Context: an optimization exercise on an open-source flow, tuned for small area, a short achievable clock period and few clock cycles per item. The choices shown serve that exercise and are no tape-out recipe. Function was checked by simulation only, so behaviour that the tests miss may differ from the original. Power and IR drop assume default switching activity.

v54:
==> flow/design.v <==
module SHA(
	input logic PCLK_IN,
	input logic [4:0] PADDR_IN,
	input logic PRESETn_IN,
	input logic PSEL_IN,
	input logic PENABLE_IN,
	input logic PWRITE_IN,
	input logic [31:0] PWDATA_IN,
	output logic PREADY_OUT,
	output logic [31:0] PRDATA_OUT);
	localparam logic [31:0] K0 = 32'h5a827999, K1 = 32'h6ed9eba1,
	                        K2 = 32'h8f1bbcdc, K3 = 32'hca62c1d6;
	logic [31:0] M [16];    
	logic [15:0] zf;        
	logic [31:0] S [16];    
	logic [31:0] H [5];     
	logic [31:0] a, b, c, d, eKW;
	logic [6:0] p;          
	logic [15:0] oh;        
	logic [15:0] th;        
	logic sch;              
	logic [3:0] tgt;        
	logic [1:0] kn;         
	logic [31:0] F1, F0;    
	logic xrot;             
	logic yen;              
	logic ok;               
	logic busy;             
	wire rdy = !busy;
	wire rst = !PRESETn_IN;
	wire we = PSEL_IN & !PENABLE_IN & PWRITE_IN & rdy;
	wire [3:0] k = PADDR_IN[4] ? 4'd15 : PADDR_IN[3:0];
	logic [15:0] wk;        
	always_comb for (int j = 0; j < 16; j++) wk[j] = we && k == j;
	wire ld = rdy & (!ok | p[4]);     
	wire hazard = we & (ld ? (k == 4'd0) : th[k]);
	wire last = !rdy & (p == 7'd80);
	logic [31:0] f;
	always_comb for (int i = 0; i < 32; i++) f[i] = b[i] ? F1[i] : F0[i];
	wire [31:0] a5 = {a[26:0], a[31:27]};
	wire [31:0] T = a5 + f + eKW;
	wire [31:0] cn = {b[1:0], b[31:2]};
	wire [31:0] cxd = cn ^ c;
	wire [31:0] F1n = (kn == 2'd0) ? cn : (kn == 2'd2) ? (cn | c) : ~cxd;
	wire [31:0] F0n = (kn == 2'd0) ? c : (kn == 2'd2) ? (cn & c) : cxd;
	wire [31:0] kv = (kn == 2'd0) ? K0 : (kn == 2'd1) ? K1 : (kn == 2'd2) ? K2 : K3;
	wire [31:0] eKWn = d + kv + S[15];
	logic [31:0] msel;
	always_comb begin
		msel = 32'd0;
		for (int j = 0; j < 16; j++)
			if ((ld ? (j == 1) : oh[j]) && !zf[j]) msel = msel | M[j];
	end
	wire [3:0] tw = ld ? 4'd1 : tgt;   
	wire wsel = we & (ld | !sch) & (k == tw);
	wire [31:0] wrec = S[13] ^ S[8] ^ S[2] ^ S[0];
	wire [31:0] wn = wsel ? PWDATA_IN : (sch & !ld) ? {wrec[30:0], wrec[31]} : msel;
	wire [31:0] m0 = zf[0] ? 32'd0 : M[0];
	wire [31:0] X = rdy ? K0 : xrot ? {a[1:0], a[31:2]} : a;
	wire [31:0] Y = yen ? M[0] : 32'd0;
	wire [31:0] hsum = H[4] + X + Y;
	wire ring = !rdy & (p >= 7'd76);
	always_ff @(posedge PCLK_IN) begin
		for (int j = 0; j < 16; j++)
			if (wk[j]) M[j] <= PWDATA_IN;
		if (rst) zf <= 16'hffff;
		else zf <= zf & ~wk;
		for (int j = 0; j < 14; j++) S[j] <= S[j+1];
		S[14] <= ld ? m0 : S[15];
		S[15] <= wn;
		if (ld) begin
			a <= H[0]; b <= H[1]; c <= H[2]; d <= H[3]; eKW <= hsum;
			F1 <= H[2]; F0 <= H[3];
		end else begin
			a <= T; b <= a; c <= cn; d <= c; eKW <= eKWn;
			F1 <= F1n; F0 <= F0n;
		end
		if (rst || ld || last) begin
			p <= 7'd0;
			oh <= 16'h0004;
			tgt <= 4'd2;
			th <= 16'h0003;
			sch <= 1'b0;
			kn <= 2'd0;
		end else begin
			p <= p + 7'd1;
			oh <= {oh[14:0], 1'b0};
			tgt <= tgt + 4'd1;
			th <= {th[14:0], 1'b1};
			sch <= sch | oh[15];
			if (p == 7'd18) kn <= 2'd1;
			if (p == 7'd38) kn <= 2'd2;
			if (p == 7'd58) kn <= 2'd3;
		end
		xrot <= (p <= 7'd77);
		yen <= rdy_n & !zf_n0;
		if (rst) begin
			PREADY_OUT <= 1'b1;
			busy <= 1'b0;
			ok <= 1'b0;
		end else begin
			if (last || hazard) ok <= 1'b0;
			else if (ld) ok <= 1'b1;
			PREADY_OUT <= rdy_n;
			busy <= !rdy_n;
		end
		if (rst) begin
			H[0] <= 32'h67452301;
			H[1] <= 32'hefcdab89;
			H[2] <= 32'h98badcfe;
			H[3] <= 32'h10325476;
			H[4] <= 32'hc3d2e1f0;
		end else if (ring) begin
			H[0] <= hsum; H[1] <= H[0]; H[2] <= H[1]; H[3] <= H[2]; H[4] <= H[3];
		end
		case (PADDR_IN)
			5'd16: PRDATA_OUT <= H[0];
			5'd17: PRDATA_OUT <= H[1];
			5'd18: PRDATA_OUT <= H[2];
			5'd19: PRDATA_OUT <= H[3];
			5'd20: PRDATA_OUT <= H[4];
			default: PRDATA_OUT <= 32'd0;
		endcase
	end
	wire rdy_n = rst | (rdy ? !(PSEL_IN & PENABLE_IN) : last);
	wire zf_n0 = rst | (zf[0] & !wk[0]);
endmodule
==> flow/config.mk <==
export PLATFORM = sky130hd
export DESIGN_NAME = SHA
export DESIGN_NICKNAME = SHA
export VERILOG_FILES = /design/flow/design.v
export SDC_FILE = /design/flow/constraint.sdc
export NUM_CORES = 8
export LEC_CHECK = 0
export CAP_MARGIN = 20
export CORE_MARGIN = 2
export CORE_UTILIZATION = 65
export GPL_TIMING_DRIVEN = 1
export PLACE_DENSITY = 0.75
export SLEW_MARGIN = 20
export TNS_END_PERCENT = 5
==> flow/constraint.sdc <==
create_clock -name core_clock -period 11.0 [get_ports {PCLK_IN}]
set_input_delay 2.2000 -clock core_clock [delete_from_list [all_inputs] [get_ports {PCLK_IN}]]
set_output_delay 2.2000 -clock core_clock [all_outputs]
set_load 0.01 [all_outputs]
standard.sh (not shown) runs the stock make flow with config.mk's settings and CLKGATE_MAP_FILE= SYNTH_SCRIPT=/design/flow/synth_recipe.tcl, a recipe that flattens the netlist after the stock synthesis.
==> flow/flow/run.sh <==
#!/bin/bash
# The standard layout with: the standard synthesis script, its logic mapped
# by a delay-oriented ABC script; repair_timing aiming for a larger setup slack;
# a clock tree of larger sink clusters without dummy loads; buf_2 port buffers.
set -euo pipefail
here=$PWD
{ head -1 synth_recipe.tcl; sed "s|@ABC_SCRIPT@|$here/flow/delay.abc|" flow/abc_override.tcl; tail -n +2 synth_recipe.tcl; } > my_synth.tcl
bash standard.sh SYNTH_SCRIPT=$here/my_synth.tcl SETUP_SLACK_MARGIN=8.0 \
  "CTS_ARGS=-sink_clustering_enable -repair_clock_nets -dont_use_dummy_load -sink_clustering_size 24 -sink_clustering_max_diameter 100" \
  "BUFFER_PORTS_ARGS=-buffer_cell sky130_fd_sc_hd__buf_2" \
  finish > standard.log 2>&1
==> flow/flow/abc_override.tcl <==
# Map the logic with a delay-oriented ABC script (structural hashing, then a
# delay-driven cut mapping) that keeps the adders' prefix structure, instead of
# ORFS's abc_speed.script. Only the combinational mapping changes.
proc abc {args} {
  set i [lsearch -exact $args -script]
  if {$i >= 0} { set args [lreplace $args $i [expr {$i + 1}] -script @ABC_SCRIPT@] }
  yosys abc {*}$args
}
==> flow/flow/delay.abc <==
strash; map -D 1000; topo; buffer -c; upsize -c; dnsize -c
Both conditions hold for v54: the flow ran to the end and the final layout passed the timing, design-rule and antenna checks.
Testbench counts of v54, summed over its fixed seeds: cycles 34,095, blocks 397.
> inputs changed (v54 -> v25)
diff --git a/flow/flow/run.sh b/flow/flow/run.sh
--- a/flow/flow/run.sh
+++ b/flow/flow/run.sh
@@ -6,5 +6,5 @@
 here=$PWD
 { head -1 synth_recipe.tcl; sed "s|@ABC_SCRIPT@|$here/flow/delay.abc|" flow/abc_override.tcl; tail -n +2 synth_recipe.tcl; } > my_synth.tcl
-bash standard.sh SYNTH_SCRIPT=$here/my_synth.tcl SETUP_SLACK_MARGIN=8.0 \
+bash standard.sh SYNTH_SCRIPT=$here/my_synth.tcl SETUP_SLACK_MARGIN=7.8 \
   "CTS_ARGS=-sink_clustering_enable -repair_clock_nets -dont_use_dummy_load -sink_clustering_size 24 -sink_clustering_max_diameter 100" \
   "BUFFER_PORTS_ARGS=-buffer_cell sky130_fd_sc_hd__buf_2" \
==> flow/flow/abc_override.tcl <==
# Map the logic with a delay-oriented ABC script (structural hashing, then a
# choice computation and a delay-driven cut mapping), instead of
# ORFS's abc_speed.script. Only the combinational mapping changes.
proc abc {args} {
  set i [lsearch -exact $args -script]
  if {$i >= 0} { set args [lreplace $args $i [expr {$i + 1}] -script @ABC_SCRIPT@] }
  yosys abc {*}$args
}
==> flow/flow/delay.abc <==
strash; dch; map -D 1500; topo; buffer -c; upsize -c; dnsize -c
diff --git a/flow/config.mk b/flow/config.mk
--- a/flow/config.mk
+++ b/flow/config.mk
@@ -8,7 +8,7 @@
 export CAP_MARGIN = 20
 export CORE_MARGIN = 2
-export CORE_UTILIZATION = 65
+export CORE_UTILIZATION = 50
 export GPL_TIMING_DRIVEN = 1
-export PLACE_DENSITY = 0.75
+export PLACE_DENSITY = 0.6
 export SLEW_MARGIN = 20
 export TNS_END_PERCENT = 5
==> comparison <==
- Re final clock period utilization by the worst path: v25 is 1.9 points down on v54.
- Number of post-CTS setup repair buffers was higher in v54 than in v25.
- | minimum setup slack in the final design | v25 vs v54 | 0.21 ns higher |
- The run showing the smaller clock network area share is v54.
- Synthesized area of v25 falls short of that of v54 by a few percent.
Input changes introduced in v37 (baseline for comparison: v25):
==> flow/flow/run.sh <==
#!/bin/bash
# The standard layout, with repair_timing aiming for a larger setup slack.
set -euo pipefail
bash standard.sh SETUP_SLACK_MARGIN=8.0 finish > standard.log 2>&1
removed: flow/flow/abc_override.tcl
removed: flow/flow/delay.abc
Results
What v25 reported for average footprint of a synthesized cell has to be multiplied by 1.07 to get the figure for v37. v37 vs v25, layout overhead on the synthesized area went up by 3.5 points. Combinational power ends up higher on v25. Fmax | v37 vs v25 | v37 slower. Initial cell density of the core: v37 vs v25 — no meaningful difference. Summary of the comparison: utilization is higher in v37, relative to v25. v37 has completed all stages; timing, DRC and antenna checks passed. Per the comparison of v37 with v25, post-route worst setup slack dropped 0.50 ns, area occupied by multi-input gates climbed 740 sq um, fraction of area in registers dropped 2.4 points. Die area grows slightly when moving from v25 to v37.
### v37 -> v55
==> flow/flow/run.sh <==
#!/bin/bash
# The standard layout, with repair_timing aiming for a larger setup slack,
# a clock tree of larger sink clusters without dummy loads, and buf_2 port buffers.
set -euo pipefail
bash standard.sh SETUP_SLACK_MARGIN=8.0 \
  "CTS_ARGS=-sink_clustering_enable -repair_clock_nets -dont_use_dummy_load -sink_clustering_size 24 -sink_clustering_max_diameter 100" \
  "BUFFER_PORTS_ARGS=-buffer_cell sky130_fd_sc_hd__buf_2" \
  finish > standard.log 2>&1
Results
- v55 ended with every stage complete and zero timing, DRC or antenna violations.
- Wire length (lower): v37
- Min final period utilization across v55 and v37: v55
- Between v55 and v37, it is v55 whose cell area is lower, by about 4.6%.
- Per the comparison of v55 with v37, fraction of power consumed by combinational cells went up 4.9 points; fmax went up 0.0066 GHz; sequential share of cell area went up 2.5 points.
- v55 — post-layout minimum cycle time 0.098 ns lower, v37 as reference
Modified inputs, v2 compared to v55
==> flow/flow/run.sh <==
#!/bin/bash
# The standard layout with: the standard synthesis script, its logic mapped
# by a delay-oriented ABC script; repair_timing aiming for a larger setup slack;
# a clock tree of larger sink clusters without dummy loads; buf_2 port buffers.
set -euo pipefail
here=$PWD
{ head -1 synth_recipe.tcl; sed "s|@ABC_SCRIPT@|$here/flow/delay.abc|" flow/abc_override.tcl; tail -n +2 synth_recipe.tcl; } > my_synth.tcl
bash standard.sh SYNTH_SCRIPT=$here/my_synth.tcl SETUP_SLACK_MARGIN=8.0 \
  "CTS_ARGS=-sink_clustering_enable -repair_clock_nets -dont_use_dummy_load -sink_clustering_size 24 -sink_clustering_max_diameter 100" \
  "BUFFER_PORTS_ARGS=-buffer_cell sky130_fd_sc_hd__buf_2" \
  finish > standard.log 2>&1
==> flow/flow/abc_override.tcl (new file) <==
# Map the logic with a delay-oriented ABC script (structural hashing, then a
# choice computation and a delay-driven cut mapping), instead of
# ORFS's abc_speed.script. Only the combinational mapping changes.
proc abc {args} {
  set i [lsearch -exact $args -script]
  if {$i >= 0} { set args [lreplace $args $i [expr {$i + 1}] -script @ABC_SCRIPT@] }
  yosys abc {*}$args
}
==> flow/flow/delay.abc (new file) <==
strash; dch; map -D 1500; topo; buffer -c; upsize -c; dnsize -c
Findings:
- Between v2 and v55, it is v2 whose cell count after placement is higher, by 4.9%.
- Compared to v55, v2 shows a wider setup margin.
- v2 against v55: routed wire length on met2 barely changed, net count of the mapped netlist climbed 272, design area climbed 300 sq um.
- v2 finished end to end and its layout was clean on timing, DRC and antenna.
- Compared with v55, v2 shows share of synthesized cell area in and, or, nand and nor gates lower by 1.4 points.
- Higher relative slew slack among v2 and v55: v2
- Routed wire in v2 totals more than in v55.
- v2 vs. v55: global-route wire length before repair increased 6.5%, net total in the final layout increased about 6%.
- v2 ends up with a synthesis-to-layout area growth that is 2.1 points higher than in v55.
Inputs modified between v2 and v20:
==> flow/flow/run.sh <==
#!/bin/bash
# The standard layout, with repair_timing aiming for a larger setup slack,
# a clock tree of larger sink clusters without dummy loads, and buf_2 port buffers.
set -euo pipefail
bash standard.sh SETUP_SLACK_MARGIN=7.6 \
  "CTS_ARGS=-sink_clustering_enable -repair_clock_nets -dont_use_dummy_load -sink_clustering_size 24 -sink_clustering_max_diameter 100" \
  "BUFFER_PORTS_ARGS=-buffer_cell sky130_fd_sc_hd__buf_2" \
  finish > standard.log 2>&1
removed: flow/flow/abc_override.tcl
removed: flow/flow/delay.abc
- v20 vs v2 on utilization after layout: v20 is the lower one.
- Design area is higher on v2
- Summary: total via count after detailed routing, v20 better than v2
- Proportion of synthesized chip area in sequential cells was higher in v2 than in v20.
- Relative to v2, the synthesized cell count of v20 is lower by about 5%.
- Going from v2 to v20, the growth of design area from synthesis to finish was found to have gone down by 3.2 points.
- STATUS routed wire length: v20 wins against v2
- v20 vs. v2: fraction of the mapped netlist area in simple logic gates up 1.4 points, fraction of the mapped netlist area in compound gates shrank by 1.1 points.
- Clock share of power of v2 is on par with v20.
- Number of nets at the end of the flow: v20 < v2

==> afterwards: timing with drivers on the ports <==
Ports are ideal in the flow. The routed layouts listed here were re-timed in OpenROAD.
Step 1 sets driving cells, clkbuf_16 on the clock port and buf_2 on the other inputs (assumed; they add their load-dependent delay and slew).
Step 2 also shifts input and output timing later by t, the mid clock arrival at the registers, as if the neighbouring blocks saw the same clock.
Three values: ideal ports, drivers, drivers and shift; two values: the first two.
run | t, ns | setup WS [ns] | worst hold slack (ns) | worst setup path after step 2 | worst slew at a driven data input, ns
v54 | 0.723 | 7.380 / 7.422 / 6.699 | 0.313 / 0.313 / 0.313 | input to register | 0.13
v25 | 0.741 | 7.592 / 7.520 / 6.833 | 0.293 / 0.293 / 0.293 | input to register | 0.13
v37 | 0.829 | 7.093 / 7.093 / 6.817 | 0.293 / 0.293 / 0.293 | input to register | 0.15
v55 | 0.732 | 7.191 / 7.191 / 6.686 | 0.317 / 0.317 / 0.317 | input to register | 0.13
v2 | 0.734 | 7.593 / 7.524 / 6.874 | 0.313 / 0.313 / 0.313 | input to register | 0.15
v20 | 0.728 | 7.140 / 7.191 / 6.464 | 0.278 / 0.278 / 0.278 | input to register | 0.16
After both steps every run listed still meets setup and hold. For v25, which loses most, drivers alone change the setup slack by -0.072 ns; drivers and shift together by -0.759 ns.
